This is an optimization exercise on Yosys and OpenROAD, whose aim is small area, not a production implementation. Function was checked by simulation only, so behaviour that the tests miss may differ from the original. No activity file was given, so power comes from the tool's default toggle rates.

**flow/config.mk**
```make
export PLATFORM = sky130hd
export DESIGN_NAME = music_box
export DESIGN_NICKNAME = music_box
export VERILOG_FILES = /design/flow/design.v
export SDC_FILE = /design/flow/constraint.sdc
export NUM_CORES = 4
export LEC_CHECK = 0
export CAP_MARGIN = 20
export CORE_MARGIN = 2
export CORE_UTILIZATION = 60
export CTS_BUF_LIST = sky130_fd_sc_hd__clkbuf_4
export CTS_CLUSTER_DIAMETER = 60
export CTS_CLUSTER_SIZE = 20
export SLEW_MARGIN = 20
```
**flow/constraint.sdc**
```tcl
create_clock -name core_clock -period 83.333 [get_ports {clk}]
set_input_delay 16.6666 -clock core_clock [delete_from_list [all_inputs] [get_ports {clk}]]
set_output_delay 16.6666 -clock core_clock [all_outputs]
set_load 0.01 [all_outputs]
```
**flow/run.sh**
```bash
#!/bin/bash
# synth_recipe.tcl (not shown) runs the flow's synth.tcl, then flattens the netlist and writes it again
# the make line also repeats each setting of config.mk as NAME=value (left out here)
make -C /OpenROAD-flow-scripts/flow DESIGN_CONFIG=/design/flow/config.mk WORK_HOME=/design/flow/orfs CLKGATE_MAP_FILE= SYNTH_SCRIPT=/design/flow/synth_recipe.tcl finish
```
**flow/design.v**
```verilog
module frequency_divider #(parameter N = 16, TAPS = 3, INV = 0, RST = 0) (
  input wire clk,
  input wire rst,   
  input wire wrap,
  output reg [N-1:0] q
);
always @(posedge clk)
  if (rst)
    q <= RST;
  else if (wrap)
    q <= 0;
  else
    q <= {~q[N-2:0], (^(q & TAPS[N-1:0])) ^ INV[0]};
endmodule
module music_box (
  input wire clk,  
  input wire rst,  
  output reg speaker_out
);
reg [5:0] n64;    
reg [1:0] m3;     
reg [4:0] note_counter;
always @(posedge clk) begin
  if (rst) begin
    n64 <= 0;
    m3 <= 0;
  end else begin
    n64 <= n64 + 1'b1;
    m3 <= {m3[0] & ~m3[1], ~m3[1]};
  end
end
wire [13:0] tq;
wire t_wrap = tq[0] & ~tq[1] & ~tq[2] & ~tq[3] & tq[4] & tq[6] & ~tq[7] & tq[8] & tq[9] & ~tq[10] & ~tq[11] & ~tq[12] & ~tq[13];
wire note_tick = t_wrap & n64[0] & n64[1] & n64[2] & n64[3] & n64[4] & n64[5] & m3[0] & ~m3[1];
frequency_divider #(.N(14), .TAPS(14'b10010001000001), .INV(0), .RST(14'd24)) NOTE_TIMER (.clk(clk), .rst(rst), .wrap(t_wrap), .q(tq));
always @(posedge clk)
  if (rst) note_counter <= 5'd18;
  else if (note_tick) note_counter <= note_counter + 1'b1;
wire [15:0] qC;
reg tC;
wire wC = tC & qC[0] & ~qC[1] & qC[2] & ~qC[3] & ~qC[6] & ~qC[7] & ~qC[8] & ~qC[10] & ~qC[11] & ~qC[13] & ~qC[15];
wire hC = qC[0] & qC[1] & ~qC[2] & qC[3] & ~qC[4] & qC[5] & qC[6] & qC[7] & ~qC[8] & qC[10] & ~qC[12] & qC[13] & ~qC[15];
wire eC = wC;
frequency_divider #(.N(16), .TAPS(16'b1000000001000000), .INV(0), .RST(16'd0)) OUTC (.clk(clk), .rst(rst), .wrap(wC), .q(qC));
always @(posedge clk) tC <= ~rst & ~eC & (tC | hC);
wire [15:0] qD;
reg tD;
wire wD = tD & ~qD[0] & ~qD[2] & ~qD[3] & ~qD[4] & ~qD[7] & ~qD[9] & ~qD[10] & ~qD[11] & qD[13] & qD[15];
wire hD = ~qD[0] & qD[1] & qD[2] & qD[3] & ~qD[5] & ~qD[6] & qD[7] & qD[8] & ~qD[9] & qD[10] & ~qD[11] & qD[14] & qD[15];
wire eD = wD;
frequency_divider #(.N(16), .TAPS(16'b1001000000000000), .INV(0), .RST(16'd0)) OUTD (.clk(clk), .rst(rst), .wrap(wD), .q(qD));
always @(posedge clk) tD <= ~rst & ~eD & (tD | hD);
wire [12:0] qE;
reg tE;
wire wE = qE[1] & qE[2] & qE[3] & ~qE[4] & qE[5] & qE[6] & qE[7] & ~qE[9] & ~qE[10] & qE[11] & qE[12];
wire hE = ~qE[1] & ~qE[2] & qE[3] & qE[4] & qE[5] & qE[6] & ~qE[7] & qE[8] & qE[9] & qE[11] & ~qE[12] & n64[0] & m3[0] & ~m3[1];
wire eE = wE;
frequency_divider #(.N(13), .TAPS(13'b1000100000000), .INV(0), .RST(13'd0)) OUTE (.clk(clk), .rst(rst), .wrap(wE), .q(qE));
always @(posedge clk) tE <= ~rst & ~eE & (tE | hE);
wire [13:0] qF;
reg tF;
wire wF = qF[0] & ~qF[1] & ~qF[3] & qF[4] & ~qF[6] & qF[7] & ~qF[8] & qF[9] & qF[10] & qF[11] & ~qF[12] & ~qF[13];
wire hF = qF[0] & ~qF[2] & ~qF[3] & ~qF[4] & ~qF[5] & qF[6] & qF[8] & ~qF[9] & ~qF[10] & qF[11] & qF[12] & ~qF[13] & m3[0] & ~m3[1];
wire eF = wF;
frequency_divider #(.N(14), .TAPS(14'b10000000000001), .INV(0), .RST(14'd0)) OUTF (.clk(clk), .rst(rst), .wrap(wF), .q(qF));
always @(posedge clk) tF <= ~rst & ~eF & (tF | hF);
wire [11:0] qG;
reg tG;
wire wG = qG[1] & qG[2] & qG[3] & ~qG[4] & qG[6] & ~qG[7] & ~qG[8] & qG[9] & ~qG[10] & qG[11];
wire hG = qG[0] & ~qG[1] & qG[2] & ~qG[3] & qG[4] & ~qG[5] & qG[11] & n64[0] & n64[1] & ~m3[0];
wire eG = wG & n64[0] & m3[1];
frequency_divider #(.N(12), .TAPS(12'b100000000001), .INV(0), .RST(12'd0)) OUTG (.clk(clk), .rst(rst), .wrap(wG), .q(qG));
always @(posedge clk) tG <= ~rst & ~eG & (tG | hG);
wire [11:0] qA;
reg tA;
wire wA = qA[0] & ~qA[1] & qA[2] & qA[3] & ~qA[5] & qA[6] & qA[7] & qA[8] & qA[9] & ~qA[11];
wire hA = qA[0] & ~qA[1] & qA[2] & qA[3] & ~qA[5] & qA[6] & qA[7] & ~qA[10] & ~qA[11] & n64[0] & n64[1] & n64[2];
wire eA = wA & n64[0] & n64[1];
frequency_divider #(.N(12), .TAPS(12'b100010000011), .INV(0), .RST(12'd0)) OUTA (.clk(clk), .rst(rst), .wrap(wA), .q(qA));
always @(posedge clk) tA <= ~rst & ~eA & (tA | hA);
wire [14:0] qAS;
reg tAS;
wire wAS = tAS & ~qAS[0] & qAS[1] & qAS[4] & ~qAS[5] & qAS[6] & qAS[7] & qAS[8] & qAS[11] & qAS[12] & qAS[13] & ~qAS[14];
wire hAS = ~qAS[0] & qAS[3] & ~qAS[4] & qAS[5] & ~qAS[6] & qAS[7] & qAS[11] & ~qAS[12] & qAS[13] & ~qAS[14];
wire eAS = wAS;
frequency_divider #(.N(15), .TAPS(15'b100000001000000), .INV(0), .RST(15'd0)) OUTAS (.clk(clk), .rst(rst), .wrap(wAS), .q(qAS));
always @(posedge clk) tAS <= ~rst & ~eAS & (tAS | hAS);
wire [7:0] qC5;
reg tC5;
wire wC5 = qC5[0] & qC5[1] & qC5[2] & qC5[4] & qC5[5] & qC5[6] & qC5[7];
wire hC5 = ~qC5[1] & qC5[2] & ~qC5[3] & ~qC5[5] & ~qC5[6] & n64[0] & n64[1] & n64[2] & n64[3] & n64[4] & ~m3[0];
wire eC5 = wC5 & n64[0] & n64[2] & n64[3] & m3[1];
frequency_divider #(.N(8), .TAPS(8'b11000110), .INV(0), .RST(8'd0)) OUTC5 (.clk(clk), .rst(rst), .wrap(wC5), .q(qC5));
always @(posedge clk) tC5 <= ~rst & ~eC5 & (tC5 | hC5);
always @(posedge clk) begin
  if (rst)
    speaker_out <= 0;
  else
  case (note_counter)
    18: speaker_out <= tC;   
    19: speaker_out <= tC;   
    20: speaker_out <= tD;   
    21: speaker_out <= tC;   
    22: speaker_out <= tF;   
    23: speaker_out <= tE;   
    24: speaker_out <= tC;   
    25: speaker_out <= tC;   
    26: speaker_out <= tD;   
    27: speaker_out <= tC;   
    28: speaker_out <= tG;   
    29: speaker_out <= tF;   
    30: speaker_out <= tC;   
    31: speaker_out <= tC;   
    0: speaker_out <= tC5;   
    1: speaker_out <= tA;   
    2: speaker_out <= tF;   
    3: speaker_out <= tE;   
    4: speaker_out <= tD;   
    5: speaker_out <= tAS;   
    6: speaker_out <= tAS;   
    7: speaker_out <= tA;   
    8: speaker_out <= tF;   
    9: speaker_out <= tG;   
    10: speaker_out <= tF;   
    default: speaker_out <= 0;  
  endcase
end
endmodule
```
==> impl_results.md, run 1 <==
- Status: finished clean
- Minimum clock period: about 18 ns
- Worst-case reg-to-reg path depth: 4
- Synth Register Bits: roughly 140
- Routed WL: roughly 7400 µm
- Post-Place Cell Area: about 4700 µm²
- Maximum vdd drop: 0.01501 mV
- Post-synthesis async set-or-reset flop share: 0%
- F_max: 55.35 MHz
- Total track usage: 19.67%
- Cells after synthesis: 448
- Die Area: between 8000 and 9000 µm²
- Leak Pwr: just under 2 nW
- Max_cap viols: 0
- Critical R2R Capture: OUTD.q[15]$_SDFF_PN0_
- Top FF cell, synth: dfxtp_1
- # rows: 31
- CP Buf/Inv Count: 1
- CTS tree: built
- Seq pwr share: 60.5%
- Post-Route M1 WL: approximately 3600 µm
- Crit-path slowest cell: clkdlybuf4s50_1
- Critical R2R Launch: OUTD.q[11]$_SDFF_PN0_
- Die H: 91.58 µm
- CTS Sinks: roughly 140
- # hold bufs at CTS: 0
- Post-Syn Area: 4602 µm²
- H-Tree Depth: 4
- Syn nets: ~460
- Clk network pwr share: between 30% and 40%
- Final instance area: slightly below 5000 µm²
- Switching portion of total power: a little under a quarter
- Hold Path Sink: OUTE.q[1]$_SDFF_PN0_
- First-pass GRT wire length: 12970 µm
- Clock slew seen by the registers of the worst setup and hold paths: 0.11 ns
- Antenna diodes: 0
- Tot Pwr: about 0.13 mW
- Worst slew margin: a little over a third
- Crit Path Max Fanout: 1
- Routed vias: 3037
- Syn avg cell area: between 10 and 15 µm²
- Postcts setup bufs: 0
- HPWL Detailed: between 4000 and 5000 µm
- Initial Util: approximately 63%
- CTS buffer count: 17
- Vias in the first global route: between 2000 and 3000
- DIE WIDTH: 91.58 µm
- CP top delay family: buffers and inverters
- # port buffers: 2
- Crit-path cells: clkdlybuf4s50_1
- Synth cell types: 51
- CP required: between 60 and 70 ns
- Cts repair resizes: 0
- 1st-pass router iterations: 4
- Remaining DRCs: 0
- Final slew viol count: 0
- Seq/Total Area, Yosys: a little over 60%
- Post-synth EDFFs: 0
- Pwr/cell area: 25.49 nW/µm²
- Worst Tran Pin Value: between 0.9 and 1 ns
- CP arrival: approximately 1.4 ns
- Hold Slack: slightly below 0.4 ns
- WL met3: between 200 and 300 µm
- Most common library cell in the layout ignoring fill and taps: dfxtp_1
- DR WL/cell: approximately 13 µm
- GPL Wtd Cong: ~0.8
- Initial antenna violation count: 0
- Max Clock Skew: roughly 0.011 ns
- CP peak stage delay: about 0.54 ns
- HP Class: flop to flop
- Final Setup Violations: 0
- Yosys warnings: 10
- IO Pins: 3
- Setup TNS: 0 ns
- Placeable Area: 7331 µm²
- CP Class: flop to output port
- Clk buf depth: 2
- Unrepaired setup endpoints after global routing: false
- Final hold violations: 0
- WL met2: 3393 µm
- Hold path cells: 1
- Clk latency of the worst-skew pair: roughly 0.52 ns
- Hold Crit Start: OUTE.q[0]$_SDFF_PN0_
- P_sw: 0.02964 mW
- R2R setup slack: 81.40 ns
- Internal Dissipation: around 0.097 mW
- Layout cells sized above 1: under 10%
- Area growth syn-to-layout: 7.749%
- Critical Path Source Type: flop
- Power share of the combinational group: approximately 5.6%
- Largest net degree at the start of global routing: 60
- NumNets Final: 468
- Clk Tree Root Cell: clkbuf_4
- Routed vias/inst: 5.337
- Most frequent cells in the layout: dfxtp_1 (142), nor2_1 (133), clkbuf_4 (17), nand2_1 (15), xnor2_1 (14)
- Part of the cycle the worst path needs: around 22%
- Total gr overflow: 0
- DRT iter0 DRCs: ~120
- Post-layout util: 67.64%
- Antenna Nets Post-Route: 0
- Setup crit end kind: output port
- Fillers: between 500 and 600
- Uppermost routed layer: met4
[power by group through the flow]
stage                     registers, mW  clock network (mW)  logic [mW]
after floorplan                  0.0770                   0     0.00617
final                            0.0765              0.0429     0.00703
after CTS                        0.0765              0.0441     0.00715
after global routing             0.0772              0.0472     0.00814
after global placement           0.0780                   0     0.00684
after detailed placement         0.0780                   0     0.00717
[cell usage after synthesis (all sizes together), types with 2 or more instances]
cell    number  share of area (%)
a21oi       10                1.1
a31oi        2               0.27
a41o         2               0.44
a41oi        2               0.38
and2         2               0.30
and2b        2               0.33
and3         3               0.41
and4         4               0.79
and4b        4               0.87
buf          4               0.84
clkbuf       8               0.65
dfxtp      142                 62
ha           8                2.2
inv          8               0.65
mux2i        3               0.65
nand2       15                1.2
nand3       11                1.2
nand3b       3               0.49
nand4        6                1.3
nand4b       5               0.95
nor2       133                 11
nor3         5               0.54
nor3b        2               0.44
nor4         6                1.1
nor4b        6                1.1
nor4bb       7                1.5
o21ai       10                1.1
o31ai        2               0.33
or3b         2               0.38
or4          2               0.33
xnor2       14                2.7
xor2         4               0.76
[metrics by stage]
stage / setup WS [ns] / std cells
after floorplan: 65.96 / 448
after global placement: 64.88 / 538
after detailed placement: 64.78 / 538
after CTS: 65.23 / 569
after global routing: 65.16 / 569
final: 65.27 / 569
[per-layer routing]
metal,global-route usage (%),up-vias
met5,0,-
met4,9.343,0
met3,6.722,15
met2,30.15,44
met1,24.91,1426
li1,-,1552
[cell families after synthesis]
family,after synthesis,share of synthesized area [%]
adders and majority gates,8,2.175
muxes,3,0.6526
xor gates and xnor gates,18,3.426
DFF,142,61.77
and+or+nand+nor,221,24.66
buffers and inverters,20,2.148
AOI/OAI and AO/OA,36,5.166
[how the worst max path moves through the flow]
stage	from	to	depth (start not counted)
floorplan	rst	OUTF.q[0]$_SDFF_PN0_	4
global placement	rst	OUTD.q[0]$_SDFF_PN0_	5
detailed placement	rst	OUTD.q[0]$_SDFF_PN0_	5
CTS	speaker_out$_SDFF_PP0_	speaker_out	1
global route	rst	OUTD.q[7]$_SDFF_PN0_	5
finish	speaker_out$_SDFF_PP0_	speaker_out	1
[final cells by class]
cell class              instances  area, µm²  area share [%]
well taps                      99      123.9           2.498
clock buffers                  17      127.6           2.574
repair buffers                  3      22.52          0.4542
clock inverters                14      151.4           3.053
multi-input cells             286       1660           33.48
inverters                       8      30.03          0.6056
flip-flops and latches        142       2843           57.33
[sequential cells by signal, summed over array words and instances, names as in the netlist, 2 cells and up]
name / flops
OUTC.q: 16
OUTD.q: 16
OUTAS.q: 15
NOTE_TIMER.q: 14
OUTF.q: 14
OUTE.q: 13
OUTA.q: 12
OUTG.q: 12
OUTC5.q: 8
n64: 6
note_counter: 5
m3: 2
==> inputs of run 2 (changes only) <==
==> flow/flow/run.sh (new file) <==
#!/bin/bash
# Standard ORFS layout, but clock tree synthesis without dummy loads and with
# small clock buffers (the default tree uses clkbuf_16 and large dummy loads).
set -euo pipefail
export CTS_ARGS="-sink_clustering_enable -repair_clock_nets -dont_use_dummy_load -buf_list sky130_fd_sc_hd__clkbuf_4 -sink_clustering_size 20 -sink_clustering_max_diameter 60"
bash standard.sh > standard_flow.log 2>&1
==> flow/standard.sh (new file) <==
#!/bin/bash
# synth_recipe.tcl (not shown) runs the flow's synth.tcl, then flattens the netlist and writes it again
# the make line also repeats each setting of config.mk as NAME=value (left out here)
make -C /OpenROAD-flow-scripts/flow DESIGN_CONFIG=/design/flow/config.mk WORK_HOME=/design/flow/orfs CLKGATE_MAP_FILE= SYNTH_SCRIPT=/design/flow/synth_recipe.tcl "${@:-finish}"
--- a/flow/config.mk
+++ b/flow/config.mk
@@ -8,7 +8,4 @@
 export CAP_MARGIN = 20
 export CORE_MARGIN = 2
 export CORE_UTILIZATION = 60
-export CTS_BUF_LIST = sky130_fd_sc_hd__clkbuf_4
-export CTS_CLUSTER_DIAMETER = 60
-export CTS_CLUSTER_SIZE = 20
 export SLEW_MARGIN = 20
removed: flow/run.sh
==> run 2 against run 1 <==
  * Synthesized cell count is the same
  * Register-to-register slack lost 0.04 ns
  * Non-clock buffer count is the same
  * Clock skew grew 0.022 ns
  * Total power shrank 11%
  * Core utilization shrank 2.1 points
  * Sequential share of layout area grew 1.8 points
  * Maximum frequency grew 0.17%
  * Die area is the same
  * Highest routed layer unchanged
==> impl_results.md, run 2 <==
- Minimum clock period: 18.04 ns
- Top FF cell, synth: dfxtp_1
- Die H: 91.58 µm
- Clk latency of the worst-skew pair: 0.50 ns
- DIE WIDTH: 91.58 µm
- Setup TNS: 0 ns
- Layout cells sized above 1: approximately 6.6%
- Routed WL: ~7300 µm
- IO Pins: 3
- Setup crit end kind: flop
- Top flop regs: OUTC.q x16, OUTD.q x16, OUTAS.q x15
- Unrepaired setup endpoints after global routing: false
- Final instance area: slightly below 5000 µm²
- Postcts setup bufs: 0
- Syn avg cell area: between 10 and 15 µm²
- Crit-path cells: buf_2, buf_4, inv_1, o21ai_1, nor2_1
- DRT iter0 DRCs: 112
- R2R setup slack: 81.36 ns
- Critical R2R Capture: OUTD.q[7]$_SDFF_PN0_
- Critical R2R Launch: OUTD.q[11]$_SDFF_PN0_
- Crit Path Max Fanout: around 60
- First-pass GRT wire length: between 10000 and 15000 µm
- CP peak stage delay: 0.64 ns
- Antenna Nets Post-Route: 0
- Final slew viol count: 0
- CTS tree: built
- Post-synthesis async set-or-reset flop share: 0%
- # rows: 31
- Synth top area share: between 60 and 70%
- Synth Register Bits: about 140
- Initial Util: 62.78%
- # hold bufs at CTS: 0
- GPL Wtd Cong: 0.7990
- Hold Path Sink: OUTAS.q[11]$_SDFF_PN0_
- Final hold violations: 0
- HP Class: flop to flop
- Routed vias: 3000
- 1st-pass router iterations: 4
- HPWL Detailed: ~4900 µm
- CTS buffer count: 17
- Total track usage: between 10% and 20%
- Antenna diodes: 0
- CP required: approximately 84 ns
- CP arrival: approximately 18 ns
- Placeable Area: 7331 µm²
- Hold path cells: 1
- CP Class: primary input to flop
- Area growth syn-to-layout: 4.459%
- Synth cell types: between 50 and 60
- Critical Path Source Type: primary input
- Yosys warnings: 10
- Clock slew seen by the registers of the worst setup and hold paths: 0.10 ns
- DR WL/cell: between 10 and 15 µm
- Worst-case reg-to-reg path depth: 4
- Crit-path slowest cell: o21ai_1
- Most frequent cells in the layout: dfxtp_1 (142), nor2_1 (133), clkbuf_4 (17), nand2_1 (15), xnor2_1 (14)
- CTS Sinks: 142
- Routed vias/inst: 5.405
- Worst slew margin: around a third
- Multi-input gate area: roughly 1700 µm²
- Hold Crit Start: OUTAS.q[10]$_SDFF_PN0_
- Status: finished clean
- Post-synth EDFFs: 0
- Tot Pwr: 0.1119 mW
- Max_cap viols: 0
- Most common library cell in the layout ignoring fill and taps: dfxtp_1
- Post-Syn Area: 4602 µm²
- Clk buf depth: 2
- Cts repair resizes: 0
- Total gr overflow: 0
- Maximum vdd drop: around 0.012 mV
- Clk Tree Root Cell: clkbuf_4
- Post-Place Cell Area: approximately 4700 µm²
- # port buffers: 2
- Post-layout util: between 60% and 70%
- Initial antenna violation count: 0
- F_max: about 55 MHz
- Leak Pwr: 1.904 nW
- Worst Tran Pin Value: around 0.99 ns
- Pwr/cell area: approximately 23 nW/µm²
- Cells after synthesis: ~450
- H-Tree Depth: 4
- Top cells by area, synth: dfxtp_1 (62%), nor2_1 (11%), xnor2_1 (2.7%)
- Syn nets: 458
- Part of the cycle the worst path needs: 21.64%
- Most frequent cell after synthesis: dfxtp_1
- Top cells by count, synth: dfxtp_1 (142), nor2_1 (133), nand2_1 (15), xnor2_1 (14), nand3_1 (11)
- Remaining DRCs: 0
- Largest net degree at the start of global routing: 60
- Cell taking the most area after synthesis: dfxtp_1
- Vias in the first global route: around 2900
- Fillers: 600
- NumNets Final: 468
- Register Area: 2843 µm²
- Final Setup Violations: 0
- Max Clock Skew: 0.03293 ns
- Die Area: ~8400 µm²
- Seq/Total Area, Yosys: 61.77%
run 2: how the worst max path moves through the flow:
stage,start,end,slack (ns),depth (start not counted)
after global placement,rst,OUTD.q[0]$_SDFF_PN0_,64.88,5
final,rst,OUTD.q[7]$_SDFF_PN0_,65.30,5
after floorplan,rst,OUTF.q[0]$_SDFF_PN0_,65.96,4
after CTS,speaker_out$_SDFF_PP0_,speaker_out,65.29,1
after detailed placement,rst,OUTD.q[0]$_SDFF_PN0_,64.78,5
after global routing,rst,OUTD.q[7]$_SDFF_PN0_,65.12,5
run 2: report_power, final:
| group | internal [mW] | total (mW) | switching (mW) |
|---|---|---|---|
| sequential | 0.0731 | 0.0765 | 0.00339 |
| clock | 0.00935 | 0.0284 | 0.0190 |
| combinational | 0.00358 | 0.00705 | 0.00347 |
run 2: through the flow:
step / cells / hold WS (ns) / worst slack (ns)
6_report: 555 / 0.3774 / 65.30
5_1_grt: 555 / 0.3920 / 65.12
4_1_cts: 555 / 0.3826 / 65.29
3_5_place_dp: 538 / 0.3754 / 64.78
3_3_place_gp: 538 / 0.3698 / 64.88
2_1_floorplan: 448 / 0.3682 / 65.96
run 2: cells by family (layout without fill, tap and decap cells):
group,count (synthesis),after routing,share of synthesized area (%)
XOR/XNOR,18,18,3.426
buffers and inverters,20,28,2.148
multiplexers,3,3,0.6526
AO/OA/AOI/OAI,36,36,5.166
AND/OR/NAND/NOR,221,221,24.66
flip-flops,142,142,61.77
adder cells (fa/ha/maj),8,8,2.175
run 2: worst max-delay path: cells and delay by family:
family	cells	cell delay [ns]
compound gates	1	0.64
buf+inv	3	0.93
simple gates	1	0.09
run 2: area by class of cell:
type,instances,share of cell area [%]
timing repair buffer,3,0.4685
clock buffer,17,2.655
tap,99,2.577
multi-input combinational,286,34.54
inverter,8,0.6247
sequential,142,59.14
run 2: metal layers:
metal	global-route usage (%)	share of wire [%]	up-vias
met4	9.343	0.98	0
met3	6.473	2.7	6
met2	30.09	46	30
met1	24.37	51	1427
met5	0	0	-
li1	-	-	1537

[afterwards: timing with drivers on the ports]
The results above use ideal ports. As a check the final layouts listed here were re-extracted and re-timed, cells and wires unchanged.
Step 1: set_driving_cell puts a clkbuf_16 on clk and a buf_2 on each other input, an assumption about the parent block.
Step 2, shift: input delay + t, output delay - t, t = (earliest + latest rising clock arrival at the registers) / 2. This alone moves slack from input paths to output paths.
Three values: no drivers, after step 1, after step 2; two values: the first two.
run	t, ns	slack for setup (ns)	worst slew at a driven data input, ns
run 1	0.542	65.266 / 65.236 / 64.844	0.02
run 2	0.511	65.297 / 65.289 / 64.796	0.02
After both steps every run listed still meets setup and hold. The setup slack of run 2, which loses most, moves by -0.008 ns with the drivers and by -0.501 ns with both steps.
